This is an optimization exercise on Yosys and OpenROAD, whose aim is small area, a short achievable clock period and few clock cycles per item, not a production implementation. No functional check of the RTL was part of any run shown here. Power is estimated from default activity; no workload was simulated.

--- flow/config.mk ---
export PLATFORM = sky130hd
export DESIGN_NAME = mcalu
export DESIGN_NICKNAME = mcalu
export VERILOG_FILES = /design/flow/design.v
export SDC_FILE = /design/flow/constraint.sdc
export NUM_CORES = 4
export LEC_CHECK = 0
export CAP_MARGIN = 20
export CORE_MARGIN = 2
export CORE_UTILIZATION = 40
export SLEW_MARGIN = 20
--- flow/constraint.sdc ---
create_clock -name core_clock -period 20.0 [get_ports {clk}]
set_input_delay 4.0000 -clock core_clock [delete_from_list [all_inputs] [get_ports {clk}]]
set_output_delay 4.0000 -clock core_clock [all_outputs]
set_load 0.01 [all_outputs]
--- flow/design.v ---
module mcalu(
  input             clk,
  input             rst,
  input             exers_mcalu_issue,
  input [4:0]       exers_mcalu_op,
  input [6:0]       exers_robid,
  input [5:0]       exers_rd,
  input [31:0]      exers_op1,
  input [31:0]      exers_op2,
  output            mcalu_stall,
  output            mcalu_valid,
  output            mcalu_error,
  output [4:0]      mcalu_ecause,
  output [6:0]      mcalu_robid,
  output [5:0]      mcalu_rd,
  output [31:0]     mcalu_result,
  input             wb_mcalu_stall,
  input             rob_flush);
  localparam ST_EX  = 2'd0;   
  localparam ST_IT  = 2'd1;   
  localparam ST_FIN = 2'd2;   
  localparam ST_C9  = 2'd3;   
  reg        stall_q;
  reg        v_ir;
  reg [4:0]  op;
  reg [6:0]  robid;
  reg [5:0]  rd;
  reg [31:0] A, B;
  reg [3:0]  bx;
  reg [32:0] H;
  reg        x0;
  reg        bs;
  reg [1:0]  st;
  reg [3:0]  cnt;
  reg        nq;
  reg        cin;
  reg        v_o;
  reg [31:0] res_o;
  reg [6:0]  robid_o;
  reg [5:0]  rd_o;
  assign mcalu_stall  = stall_q;
  assign mcalu_valid  = v_o;
  assign mcalu_error  = 1'b0;
  assign mcalu_ecause = 5'b0;
  assign mcalu_robid  = robid_o;
  assign mcalu_rd     = rd_o;
  assign mcalu_result = res_o;
  wire kill   = rst | rob_flush;
  wire is_md  = op[4] & op[3];
  wire is_mul = is_md & ~op[2];
  wire is_div = is_md & op[2];
  wire s_ex  = (st == ST_EX);
  wire s_it  = (st == ST_IT);
  wire s_fin = (st == ST_FIN);
  wire s_c9  = (st == ST_C9);
  function [31:0] rev32(input [31:0] x);
    integer i;
    begin
      for (i = 0; i < 32; i = i + 1) rev32[i] = x[31-i];
    end
  endfunction
  function [5:0] clz32(input [31:0] x);
    integer i;
    reg found;
    begin
      clz32 = 6'd32;
      found = 1'b0;
      for (i = 31; i >= 0; i = i - 1)
        if (!found && x[i]) begin
          clz32 = 31 - i;
          found = 1'b1;
        end
    end
  endfunction
  wire        sub  = op[3] | (op[1] & ~op[2]);
  wire [32:0] asum = {1'b0, A} + {1'b0, B ^ {32{sub}}} + {32'b0, sub};
  wire        lt_u = ~asum[32];
  wire        lt_s = (A[31] ^ B[31]) ? A[31] : asum[31];
  wire        sa     = ~op[0] & A[31];
  wire        nb     = ~op[0] & B[31];
  wire [5:0]  lza    = clz32(A ^ {32{sa}});
  wire [5:0]  lzb    = clz32(B ^ {32{nb}});
  wire [6:0]  kc     = {1'b0, lzb} - {1'b0, lza} + {6'b0, sa};
  wire        b_zero = ~|B;
  wire        early  = kc[6] | b_zero;
  wire [4:0]  kcl    = kc[5] ? 5'd31 : kc[4:0];
  wire        sh_left = ~op[2];
  wire [31:0] sx_lo   = is_div ? (B ^ {32{~nb}}) : (sh_left ? A : rev32(A));
  wire        sh_fill = is_div ? ~nb : (~sh_left & op[3] & A[31]);
  wire [4:0]  sh_amt  = is_div ? (kcl | 5'd1) : B[4:0];
  reg  [35:0] sh_out;
  integer si;
  always @(*) begin
    sh_out = {{4{is_div}}, sx_lo};
    for (si = 0; si < 5; si = si + 1)
      if (sh_amt[si]) sh_out = (sh_out << (1 << si)) | ((36'd1 << (1 << si)) - 36'd1) & {36{sh_fill}};
  end
  wire [31:0] sh_res = sh_left ? sh_out[31:0] : rev32(sh_out[31:0]);
  wire [31:0] px = A & ~B;
  reg  [31:0] pseen;
  integer pi;
  always @(*) begin
    pseen[0] = 1'b0;
    for (pi = 1; pi < 32; pi = pi + 1) pseen[pi] = pseen[pi-1] | px[pi-1];
  end
  wire [31:0] pm = px & ~pseen;
  reg  [4:0]  pidx;
  integer pj;
  always @(*) begin
    pidx = 5'd0;
    for (pj = 0; pj < 32; pj = pj + 1)
      pidx = pidx | ({5{pm[pj]}} & pj[4:0]);
  end
  reg [31:0] alu_res;
  always @(*) begin
    if (op[4])
      alu_res = op[0] ? (A ^ pm) : {~|px, 26'b0, pidx};
    else
      case (op[2:0])
        3'd0: alu_res = asum[31:0];
        3'd1: alu_res = sh_res;
        3'd2: alu_res = {31'b0, lt_s};
        3'd3: alu_res = {31'b0, lt_u};
        3'd4: alu_res = op[3] ? {31'b0, A == B} : (A ^ B);
        3'd5: alu_res = sh_res;
        3'd6: alu_res = A | B;
        default: alu_res = A & B;
      endcase
  end
  wire        ma_sgn = (op[1] ^ op[0]) & A[31];
  wire [36:0] m1 = {{5{ma_sgn}}, A};
  wire [36:0] m2 = {m1[35:0], 1'b0};
  wire [4:0]  mb = s_c9 ? 5'b00001 : {B[3:0], x0};
  wire d0_neg = mb[2];
  wire d0_one = mb[1] ^ mb[0];
  wire d0_two = (mb[2] & ~mb[1] & ~mb[0]) | (~mb[2] & mb[1] & mb[0]);
  wire d1_neg = mb[4];
  wire d1_one = mb[3] ^ mb[2];
  wire d1_two = (mb[4] & ~mb[3] & ~mb[2]) | (~mb[4] & mb[3] & mb[2]);
  wire [36:0] mag0 = ({37{d0_one}} & m1) | ({37{d0_two}} & m2);
  wire [36:0] mag1 = ({37{d1_one}} & m1) | ({37{d1_two}} & m2);
  wire [36:0] pp0  = mag0 ^ {37{d0_neg}};
  wire [36:0] pp1  = {(mag1[34:0] ^ {35{d1_neg}}), 1'b0, d0_neg};
  wire [36:0] hx   = {{4{H[32]}}, H};
  wire [36:0] msum = hx + pp0 + pp1 + {34'b0, d1_neg, 2'b0};
  wire        need9 = op[1] & bs;
  wire [31:0] mlo_n = {msum[3:0], B[31:4]};
  wire [36:0] e0   = {bx[3], bx, B};
  wire [36:0] e1   = {bx[3], bx[3], bx, B[31:1]};
  wire [36:0] t1   = {5'b0, A} + e0 + {36'b0, cin};
  wire        q1   = ~t1[36];
  wire [31:0] r1   = q1 ? t1[31:0] : A;
  wire [36:0] t2   = {5'b0, r1} + e1 + {36'b0, cin};
  wire        q2   = ~t2[36];
  wire [31:0] r2   = q2 ? t2[31:0] : r1;
  wire [31:0] qn   = {H[29:0], q1, q2};
  wire [31:0] xsel    = (is_div & op[1]) ? A : ((is_mul & ~op[1] & ~op[0]) ? B : H[31:0]);
  wire [31:0] neg_in  = s_fin ? xsel : A;
  wire        neg_do  = s_fin ? (is_div & nq) : sa;
  wire [31:0] neg_out = (neg_in ^ {32{neg_do}}) + {31'b0, neg_do};
  wire [31:0] early_res = op[1] ? A : (b_zero ? {{31{~sa}}, 1'b1} : 32'b0);
  wire fin_mul = is_mul & ((s_ex & (cnt == 4'd7) & ~need9) | s_c9 | s_fin);
  wire fin_div = is_div & ((s_ex & early) | (s_it & (cnt == 4'd0) & ~nq) | s_fin);
  wire fin     = v_ir & (~is_md | fin_mul | fin_div);
  wire nq_set  = op[1] ? sa : (sa ^ nb);
  wire fc_mul  = is_mul & ((s_ex & (((cnt == 4'd6) & ~need9) | (cnt == 4'd7))) | s_c9 | s_fin);
  wire fc_div  = is_div & ((s_ex & (early | ((kcl[4:1] == 4'd0) & ~nq_set))) |
                           (s_it & (((cnt == 4'd1) & ~nq) | (cnt == 4'd0))) | s_fin);
  wire fc      = ~is_md | fc_mul | fc_div;
  wire blocked = v_o & wb_mcalu_stall;
  wire or_free = ~blocked;
  wire produce = fin & or_free;
  reg [31:0] res_src;
  always @(*) begin
    if (~is_md)
      res_src = alu_res;
    else if (s_fin)
      res_src = neg_out;
    else if (is_div)
      res_src = s_ex ? early_res : (op[1] ? r2 : qn);
    else if (s_c9)
      res_src = msum[31:0];
    else
      res_src = (op[1:0] == 2'b00) ? mlo_n : msum[35:4];
  end
  wire md_in   = exers_mcalu_op[4] & exers_mcalu_op[3];
  wire stall_n = ~kill & (stall_q ? (blocked | (~fin & ~fc))
                                  : (exers_mcalu_issue & (md_in | v_ir | blocked)));
  wire v_ir_n  = ~kill & (stall_q ? ~produce : exers_mcalu_issue);
  wire v_o_n   = ~kill & (produce | blocked);
  always @(posedge clk) begin
    stall_q <= stall_n;
    v_ir    <= v_ir_n;
    v_o     <= v_o_n;
    if (~stall_q) begin
      op    <= exers_mcalu_op;
      robid <= exers_robid;
      rd    <= exers_rd;
      A     <= exers_op1;
      B     <= exers_op2;
      bs    <= exers_op2[31];
      st    <= ST_EX;
      cnt   <= 4'd0;
      H     <= 33'b0;
      x0    <= 1'b0;
    end else if (is_mul) begin
      if (s_ex) begin
        H   <= msum[36:4];
        B   <= mlo_n;
        x0  <= B[3];
        cnt <= cnt + 4'd1;
        if (cnt == 4'd7) st <= need9 ? ST_C9 : ST_FIN;
      end
    end else if (is_div) begin
      if (s_ex) begin
        if (~early) begin
          A   <= neg_out;
          {bx, B} <= sh_out;
          cin <= ~nb;
          nq  <= nq_set;
          cnt <= kcl[4:1];
          st  <= ST_IT;
        end
      end else if (s_it) begin
        A   <= r2;
        {bx, B} <= {bx[3], bx[3], bx, B[31:2]};
        H   <= {1'b0, qn};
        cnt <= cnt - 4'd1;
        if (cnt == 4'd0) st <= ST_FIN;
      end
    end
    if (or_free) begin
      res_o   <= res_src;
      robid_o <= robid;
      rd_o    <= rd;
    end
  end
endmodule
--- flow/run.sh ---
#!/bin/bash
# synth_recipe.tcl (not shown) runs the flow's synth.tcl, then flattens the netlist and writes it again
# the make line also repeats each setting of config.mk as NAME=value (left out here)
make -C /OpenROAD-flow-scripts/flow DESIGN_CONFIG=/design/flow/config.mk WORK_HOME=/design/flow/orfs CLKGATE_MAP_FILE= SYNTH_SCRIPT=/design/flow/synth_recipe.tcl finish
==> impl_metrics.py, run 1 <==
metrics = {
    "status": {
        "status": "timing/DRC/antenna clean",
    },
    "place": {
        "place_worst_setup_slack_ns": 9.72,
        "routabilityCongestion": 1.13,
        "post-dp-hpwl_mm": 155,
        "dp_cells": 5222,
        "portBuffers": 133,
    },
    "power": {
        "p_per_area_nw_per_um2": 96.7,
        "peakVddDrop_mv": 0.0964,
        "comb_power_share_pct": 73.7,
        "p_seq_share_pct": 14.4,
        "internal-power_uw": 1420,
        "switching_share_pct": 57.7,
        "power_switching_uw": 1930,
        "leakagePower_uw": 0.0129,
        "clockPowerShare_pct": 11.9,
    },
    "yosys": {
        "synth_fa_ha_area_share_pct": 12.6,
        "yosys.area_share.simple_pct": 19.1,
        "yosys.cell_count.top_type": "nand2_1",
        "synth-compound-area-share_pct": 31.0,
        "syn_inst": 4248,
        "yosys.area.top_type": "edfxtp_1",
        "synthMuxAreaShare_pct": 6.76,
        "synth_area_um2": 31400,
        "synth-seq-cells": 177,
        "synth_top_area_share_pct": 12.8,
        "synth_edf_count": 134,
        "synth_area_leaders": "edfxtp_1, ha_1, xnor2_1, a21oi_1, o21ai_0",
        "ys_types": 100,
        "yosys_warnings": 1,
        "ys.flop_type": "edfxtp_1",
        "ys_seq_area_share_pct": 15.5,
        "async_reset_ff_share_pct": 0,
        "synth-xor-area-share_pct": 8.86,
        "synth_top_family_by_area": "compound AO/OA/AOI/OAI gates",
        "avgSynthCellArea_um2": 7.40,
        "ys_top_cells_by_count": "nand2_1, nor2_1, a21oi_1, o21ai_0, clkbuf_1",
    },
    "setup_path": {
        "cp.required_ns": 20.27,
        "cpMostUsedCell": "a21oi_1",
        "cp.arrival_ns": 11.25,
        "end_kind": "flop",
        "r2r_setup_slack_ns": 9.02,
        "path_class": "flop to flop",
        "slowest_delay_ns": 1.08,
        "cp_max_fo": 31,
        "start_kind": "flop",
        "worstPathCellList": "clkinv_1, ha_1, a21oi_1, o21ai_0, a21oi_1, a21oi_1, o21a_1, or2_2, o21ai_0, fa_1, inv_1, fa_1, nand2b_1, a21oi_1, o21ai_0, a21bo_2, o211ai_1, and2_1, buf_4, nor2_1, a221oi_1, a21oi_1, o31ai_1, or4b_1",
        "cp_slowest_cell": "edfxtp_1",
    },
    "clock_network": {
        "cts_tree": "yes",
        "clock_path_buffers": 2,
        "cts_inserted_buffers": 17,
        "cts.sinks": 177,
        "clk_pin_slew_worst_paths_ns": 0.09,
        "postCtsHoldBufs": 0,
        "cts_root_buffer": "clkbuf_16",
        "cts_resized": 0,
        "cts.htree.levels": 4,
        "cts_setup_buffers": 0,
        "clock_latency_ns": 0.54,
    },
    "floorplan": {
        "core.rowCount": 102,
        "start_util_pct": 40.5,
        "io_pins": 140,
        "dieArea_um2": 80800,
        "die_w_um": 284,
        "fp.dieH_um": 284,
        "core_um2": 77600,
    },
    "timing": {
        "setup_slack_ns": 9.02,
        "slew-limit-headroom_pct": 7.28,
        "drv_slew": 0,
        "fin_hold_ws_ns": 0.426,
        "fin_skew_ns": 0.0334,
        "tns_ns": 0,
        "final-setup-viol-count": 0,
        "max_freq_mhz": 91.1,
        "fin_crit_ns": 10.98,
        "finalCritPeriodShare_pct": 54.9,
        "rsz0062_at_grt": "no",
        "worst_slew_pin_slew_ns": 1.38,
        "finalHoldViolCount": 0,
    },
    "layout": {
        "fill_cells": 8171,
        "area_growth_pct": 10.2,
        "stdcell_count": 5262,
        "final_layout_size_suffix_gt1_share_pct": 7.94,
        "nNetsFinal": 4582,
    },
    "global_route": {
        "overflow": 0,
        "antenna_found_initial": 20,
        "grt_max_degree": 65,
        "grt_pass1_vias": 34400,
        "grtUsageTotal_pct": 49.7,
        "grt_pass1_wl_mm": 283,
    },
    "drt": {
        "drt_first_pass_iters": 9,
        "ant_nets": 0,
        "vias": 38000,
        "routed_wl_mm": 208,
        "drc": 0,
        "wl_per_cell_um": 39.6,
        "first_iter_violations": 6518,
        "via_per_inst": 7.23,
    },
    "hold_path": {
        "hold_path.class": "flop to flop",
    },
    "flow_run": {
        "drv_cap": 0,
    },
}
==> cells in the final DEF, fill, tap and decap left out, types with 62 or more instances in the layout <==
cell type	count
a211oi_1	86
a21o_1	62
a21oi_1	378
a22oi_1	78
buf_4	155
clkdlybuf4s50_1	133
edfxtp_1	134
ha_1	247
inv_1	118
mux2i_1	105
nand2_1	399
nand3_1	106
nor2_1	386
nor3_1	99
o211ai_1	93
o21ai_0	342
xnor2_1	261
==> worst paths after layout <==
kind	to	startpoint	cells past startpoint
min	rd_o[0]$_DFFE_PN_	rd[0]$_DFFE_PN_	0
min reg2reg	rd_o[0]$_DFFE_PN_	rd[0]$_DFFE_PN_	0
max	res_o[19]$_DFFE_PN_	B[8]$_DFFE_PP_	24
max reg2reg	res_o[19]$_DFFE_PN_	B[8]$_DFFE_PP_	24
==> layer usage <==
layer	track usage, %	wire length, um	vias to the layer above
li1	-	-	15700
met4	34.4	18300	18
met2	70.8	83500	3187
met1	61.6	77500	18300
met3	18.4	29000	760
met5	0	105	-
==> area by class of cell <==
cell class                      instances  area, um^2  area share (%)
Timing Repair Buffer                  291        2520            7.28
Inverter                              129         485            1.40
Sequential cell                       177        4890            14.1
Tap cell                             1040        1300            3.76
Clock inverter                         14         188           0.542
Clock buffer                           18         429            1.24
Multi-Input combinational cell       3589       24800            71.6
Antenna cell                            4        10.0          0.0289
==> sequential cells by signal, summed over array words and instances, names as in the netlist, 2 cells and up <==
signal and cells:
A 32, robid_o 7, st 2, rd 6, robid 7, res_o 32, B 32, H 33
bx 4, cnt 4, op 5, rd_o 6
==> per-stage QoR <==
step           power [uW]  util (%)  cell area (um^2)
6_report             3350      44.6             34600
3_3_place_gp         2810      43.7             33900
3_5_place_dp         2800      43.7             33900
2_1_floorplan        1880         -             31400
4_1_cts              3200      44.5             34500
5_1_grt              3440      44.6             34600
==> cells by family (layout without fill, tap and decap cells) <==
| family | Yosys count | in the layout |
|---|---|---|
| multiplexers | 171 | 171 |
| AO/OA/AOI/OAI | 1504 | 1504 |
| buffers and inverters | 487 | 452 |
| other | 1 | 10 |
| XOR/XNOR | 318 | 318 |
| adder cells (fa/ha/maj) | 290 | 290 |
| flip-flops | 177 | 177 |
| AND/OR/NAND/NOR | 1300 | 1300 |
==> worst max-delay path, delay by kind of cell, from the launching register on <==
| family | cells | cell delay (ns) |
|---|---|---|
| simple gates | 5 | 1.87 |
| flops | 1 | 1.08 |
| compound gates | 13 | 4.89 |
| buf+inv | 3 | 1.39 |
| fa+ha+maj | 3 | 1.46 |
==> power by group through the flow <==
stage	combinational [uW]	clock, uW	sequential (uW)
2_1_floorplan	1390	0	484
3_3_place_gp	2330	0	487
3_5_place_dp	2310	0	487
4_1_cts	2330	395	479
5_1_grt	2550	405	481
6_report	2470	399	481
==> run 2: changes to the inputs <==
--- a/flow/design.v
+++ b/flow/design.v
@@ -73,7 +73,8 @@
     end
   endfunction
   wire        sub  = op[3] | (op[1] & ~op[2]);
-  wire [32:0] asum = {1'b0, A} + {1'b0, B ^ {32{sub}}} + {32'b0, sub};
+  wire [32:0] asum;
+  bkadd #(33) u_asum (.a({1'b0, A}), .b({1'b0, B ^ {32{sub}}}), .ci(sub), .s(asum));
   wire        lt_u = ~asum[32];
   wire        lt_s = (A[31] ^ B[31]) ? A[31] : asum[31];
   wire        sa     = ~op[0] & A[31];
@@ -140,17 +141,22 @@
   wire [36:0] mag0 = ({37{d0_one}} & m1) | ({37{d0_two}} & m2);
   wire [36:0] mag1 = ({37{d1_one}} & m1) | ({37{d1_two}} & m2);
   wire [36:0] pp0  = mag0 ^ {37{d0_neg}};
-  wire [36:0] pp1  = {(mag1[34:0] ^ {35{d1_neg}}), 1'b0, d0_neg};
+  wire [36:0] pp1  = {(mag1[34:0] ^ {35{d1_neg}}), d1_neg, d1_neg};
   wire [36:0] hx   = {{4{H[32]}}, H};
-  wire [36:0] msum = hx + pp0 + pp1 + {34'b0, d1_neg, 2'b0};
+  wire [36:0] cs_s = hx ^ pp0 ^ pp1;
+  wire [36:0] cs_c = {(hx[35:0] & pp0[35:0]) | (hx[35:0] & pp1[35:0]) | (pp0[35:0] & pp1[35:0]), d0_neg};
+  wire [36:0] msum;
+  bkadd #(37) u_msum (.a(cs_s), .b(cs_c), .ci(d1_neg), .s(msum));
   wire        need9 = op[1] & bs;
   wire [31:0] mlo_n = {msum[3:0], B[31:4]};
   wire [36:0] e0   = {bx[3], bx, B};
   wire [36:0] e1   = {bx[3], bx[3], bx, B[31:1]};
-  wire [36:0] t1   = {5'b0, A} + e0 + {36'b0, cin};
+  wire [36:0] t1;
+  bkadd #(37) u_t1 (.a({5'b0, A}), .b(e0), .ci(cin), .s(t1));
   wire        q1   = ~t1[36];
   wire [31:0] r1   = q1 ? t1[31:0] : A;
-  wire [36:0] t2   = {5'b0, r1} + e1 + {36'b0, cin};
+  wire [36:0] t2;
+  bkadd #(37) u_t2 (.a({5'b0, r1}), .b(e1), .ci(cin), .s(t2));
   wire        q2   = ~t2[36];
   wire [31:0] r2   = q2 ? t2[31:0] : r1;
   wire [31:0] qn   = {H[29:0], q1, q2};
@@ -213,14 +219,13 @@
       end
     end else if (is_div) begin
       if (s_ex) begin
-        if (~early) begin
-          A   <= neg_out;
-          {bx, B} <= sh_out;
-          cin <= ~nb;
-          nq  <= nq_set;
-          cnt <= kcl[4:1];
-          st  <= ST_IT;
-        end
+        A   <= neg_out;
+        {bx, B} <= sh_out;
+        H   <= {1'b0, {32{b_zero}}};
+        cin <= ~nb;
+        nq  <= nq_set;
+        cnt <= kcl[4:1];
+        st  <= early ? ST_FIN : ST_IT;
       end else if (s_it) begin
         A   <= r2;
         {bx, B} <= {bx[3], bx[3], bx, B[31:2]};
@@ -236,3 +241,30 @@
     end
   end
 endmodule
+module bkadd #(parameter W = 32) (
+  input  [W-1:0] a,
+  input  [W-1:0] b,
+  input          ci,
+  output [W-1:0] s);
+  localparam L = $clog2(W);
+  wire [W-1:0] g0 = a & b;
+  wire [W-1:0] p0 = a ^ b;
+  reg  [W-1:0] G, P;
+  integer i, d;
+  always @(*) begin
+    G = g0;
+    P = p0;
+    G[0] = g0[0] | (p0[0] & ci);
+    for (d = 1; d < W; d = d * 2)
+      for (i = 2*d - 1; i < W; i = i + 2*d) begin
+        G[i] = G[i] | (P[i] & G[i-d]);
+        P[i] = P[i] & P[i-d];
+      end
+    for (d = (1 << (L-1)); d >= 1; d = d / 2)
+      for (i = 3*d - 1; i < W; i = i + 2*d) begin
+        G[i] = G[i] | (P[i] & G[i-d]);
+        P[i] = P[i] & P[i-d];
+      end
+  end
+  assign s = p0 ^ {G[W-2:0], ci};
+endmodule
--- a/flow/config.mk
+++ b/flow/config.mk
@@ -5,7 +5,7 @@
 export SDC_FILE = /design/flow/constraint.sdc
 export NUM_CORES = 4
 export LEC_CHECK = 0
-export CAP_MARGIN = 20
+export CAP_MARGIN = 50
 export CORE_MARGIN = 2
 export CORE_UTILIZATION = 40
-export SLEW_MARGIN = 20
+export SLEW_MARGIN = 80
==> run 2 against run 1 <==
  * Cell area increased by 22%
  * Global-route usage shrank 1.1 points
  * Critical path depth rose by 13
  * Non-clock buffer count up 334
  * Routed wire length down 7.5%
  * Sequential power down 2%
  * Via count is 1.7% lower
  * First-iteration DRC count shrank 13%
  * Clock skew grew 0.011 ns
==> impl_metrics.py, run 2 <==
metrics = {
    "yosys": {
        "yosys.area.top_type": "edfxtp_1",
        "yosys.area_share.simple_pct": 16.8,
        "ys_types": 99,
        "synth_top_family_by_area": "compound AO/OA/AOI/OAI gates",
        "ys_top_cells_by_count": "a21oi_1, o21ai_0, nand2_1, nor2_1, clkbuf_1",
        "async_reset_ff_share_pct": 0,
        "syn_inst": 3938,
        "synth_edf_count": 134,
        "ys.flop_type": "edfxtp_1",
        "synthMuxAreaShare_pct": 5.22,
        "synth_area_um2": 30000,
        "synth-compound-area-share_pct": 31.4,
        "yosys_warnings": 3,
        "ys_seq_area_share_pct": 16.3,
        "synth_area_leaders": "edfxtp_1, ha_1, fa_1, xnor2_1, a21oi_1",
        "synth-seq-cells": 177,
        "avgSynthCellArea_um2": 7.62,
        "synth-xor-area-share_pct": 8.03,
        "synth_fa_ha_area_share_pct": 15.9,
        "synth_top_area_share_pct": 13.4,
        "yosys.cell_count.top_type": "a21oi_1",
    },
    "timing": {
        "finalCritPeriodShare_pct": 48.4,
        "tns_ns": 0,
        "fin_skew_ns": 0.0449,
        "setup_slack_ns": 10.32,
        "max_freq_mhz": 103,
        "fin_crit_ns": 9.68,
        "final-setup-viol-count": 0,
        "rsz0062_at_grt": "no",
        "finalHoldViolCount": 0,
        "drv_slew": 0,
    },
    "place": {
        "post-dp-hpwl_mm": 149,
        "routabilityCongestion": 1.09,
        "dp_cells": 5159,
        "place_worst_setup_slack_ns": 10.74,
        "portBuffers": 133,
    },
    "clock_network": {
        "cts_resized": 0,
        "cts_setup_buffers": 0,
        "clock_path_buffers": 2,
        "cts_inserted_buffers": 17,
        "cts_tree": "yes",
        "postCtsHoldBufs": 0,
        "cts.sinks": 177,
        "clock_latency_ns": 0.56,
        "clk_pin_slew_worst_paths_ns": 0.09,
        "cts_root_buffer": "clkbuf_16",
        "cts.htree.levels": 4,
    },
    "drt": {
        "routed_wl_mm": 193,
        "wl_per_cell_um": 36.8,
        "drc": 0,
        "first_iter_violations": 5685,
        "vias": 37400,
        "ant_nets": 0,
        "via_per_inst": 7.13,
        "drt_first_pass_iters": 6,
    },
    "setup_path": {
        "reg2reg_from": "op[0]$_DFFE_PN_",
        "cp.required_ns": 20.25,
        "cp.arrival_ns": 9.93,
        "worstRegToRegCells": 37,
        "start_kind": "flop",
        "r2r-end": "res_o[17]$_DFFE_PN_",
        "r2r_setup_slack_ns": 10.32,
        "cp_slowest_cell": "or3_2",
        "slowest_delay_ns": 0.60,
        "path_class": "flop to flop",
        "end_kind": "flop",
        "cp_max_fo": 25,
    },
    "layout": {
        "largest-register": "H",
        "final_common_cell": "nand2_1",
        "fin_util_pct": 57.0,
        "nNetsFinal": 4655,
        "final_layout_size_suffix_gt1_share_pct": 28.5,
        "stdcell_count": 5241,
        "area_growth_pct": 41.2,
        "layout_common_cells": "nand2_1, a21oi_1, nor2_1, o21ai_0, ha_1",
        "largest_register_ffs": 33,
    },
    "hold_path": {
        "hold_path.class": "flop to flop",
        "min_to": "robid_o[3]$_DFFE_PN_",
        "hold_start": "robid[3]$_DFFE_PN_",
        "hold_depth": 0,
    },
    "power": {
        "p_per_area_nw_per_um2": 79.9,
        "peakVddDrop_mv": 0.0949,
        "leakagePower_uw": 0.0155,
    },
    "floorplan": {
        "dieArea_um2": 77200,
        "core_um2": 74300,
        "fp.dieH_um": 278,
        "io_pins": 140,
        "core.rowCount": 100,
        "die_w_um": 278,
        "start_util_pct": 40.4,
    },
    "status": {
        "status": "timing/DRC/antenna clean",
    },
    "global_route": {
        "overflow": 0,
        "antenna_found_initial": 5,
        "grtUsageTotal_pct": 48.6,
        "grt_pass1_wl_mm": 267,
        "grt_max_degree": 38,
        "grt_pass1_vias": 35300,
    },
    "flow_run": {
        "drv_cap": 0,
    },
}
## run 2: cell types whose count changed in the layout (fill, tap and decap cells not counted), moves of 52 or more
cell,delta
nand2_1,-81
xnor2_1,-82
buf_2,+90
buf_1,+86
mux2i_1,-57
buf_8,+52
a21oi_1,-71
nor2_1,-160
buf_6,+67
ha_1,-57
o21ai_1,+77
fa_1,+61
buf_4,-101
o21ai_0,-125
## run 2: worst max-delay path by stage
stage,slack [ns],start,endpoint
after floorplan,13.14,B[2]$_DFFE_PP_,res_o[31]$_DFFE_PN_
after global placement,11.03,A[31]$_DFFE_PP_,res_o[17]$_DFFE_PN_
after detailed placement,10.74,op[0]$_DFFE_PN_,res_o[17]$_DFFE_PN_
after CTS,10.69,op[0]$_DFFE_PN_,res_o[17]$_DFFE_PN_
after global routing,10.09,op[0]$_DFFE_PN_,res_o[21]$_DFFE_PN_
final,10.32,op[0]$_DFFE_PN_,res_o[17]$_DFFE_PN_
## run 2: metal layers
metal / GRT usage [%] / vias to the layer above / part of all wire (%)
li1: - / 15300 / -
met1: 59.9 / 18000 / 37
met2: 69.7 / 3158 / 41
met3: 16.5 / 920 / 13
met4: 36.6 / 0 / 9.5
met5: 0 / - / 0
## run 2: layout make-up
cell class	count	area (um^2)
diodes	8	20.0
clock buffers	18	450
clock inverters	14	209
fillers	6684	32000
inverters	154	628
multi-input cells	3276	28600
flip-flops and latches	177	4930
well taps	969	1210
repair buffers	625	6340
## run 2: stage by stage
step / power (uW) / hold slack, ns / instance area, um^2
final: 3380 / 0.420 / 42400
after global routing: 3470 / 0.435 / 42300
after CTS: 3200 / 0.421 / 41000
after detailed placement: 2780 / 0.405 / 40300
after global placement: 2370 / 0.402 / 32600
after floorplan: 1610 / 0.400 / 30000
## run 2: kinds of logic after synthesis
family,Yosys count
AO/OA/AOI/OAI,1477
XOR/XNOR,275
adder cells (fa/ha/maj),317
buffers and inverters,490
flip-flops,177
multiplexers,138
other,1
AND/OR/NAND/NOR,1063
## run 2: power breakdown
part	total, uW	internal, uW	switching (uW)
clock	405	191	215
combinational	2510	946	1560
sequential	469	440	28.7
## run 2: worst max-delay path: cells and delay by family, from the launching register on
family / cells / cell delay, ns
DFF: 1 / 0.41
adders and majority gates: 2 / 0.54
AOI/OAI and AO/OA: 10 / 1.58
and+or+nand+nor: 5 / 1.45
muxes: 2 / 0.52
buffers and inverters: 18 / 4.80

what the ideal ports hide:
The results above use ideal ports. As a check the final layouts listed here were re-extracted and re-timed, cells and wires unchanged.
Step 1 assumes that a clkbuf_16 drives the clock port and a buf_2 every other input.
Step 2 also shifts input and output timing later by t, the mid clock arrival at the registers, as if the neighbouring blocks saw the same clock.
a / b / c = ideal / step 1 / step 2; a / b = the first two.
run | shift t [ns] | setup WS [ns] | worst setup path at the end | clock arrival spread, ns | cell pins on the clock port's net
run 1 | 0.579 | 9.019 / 9.019 / 9.019 | register to register | 0.034 / 0.033 | 1
run 2 | 0.595 | 10.318 / 10.318 / 10.318 | register to register | 0.045 / 0.045 | 1
After both steps every run listed still meets setup and hold.
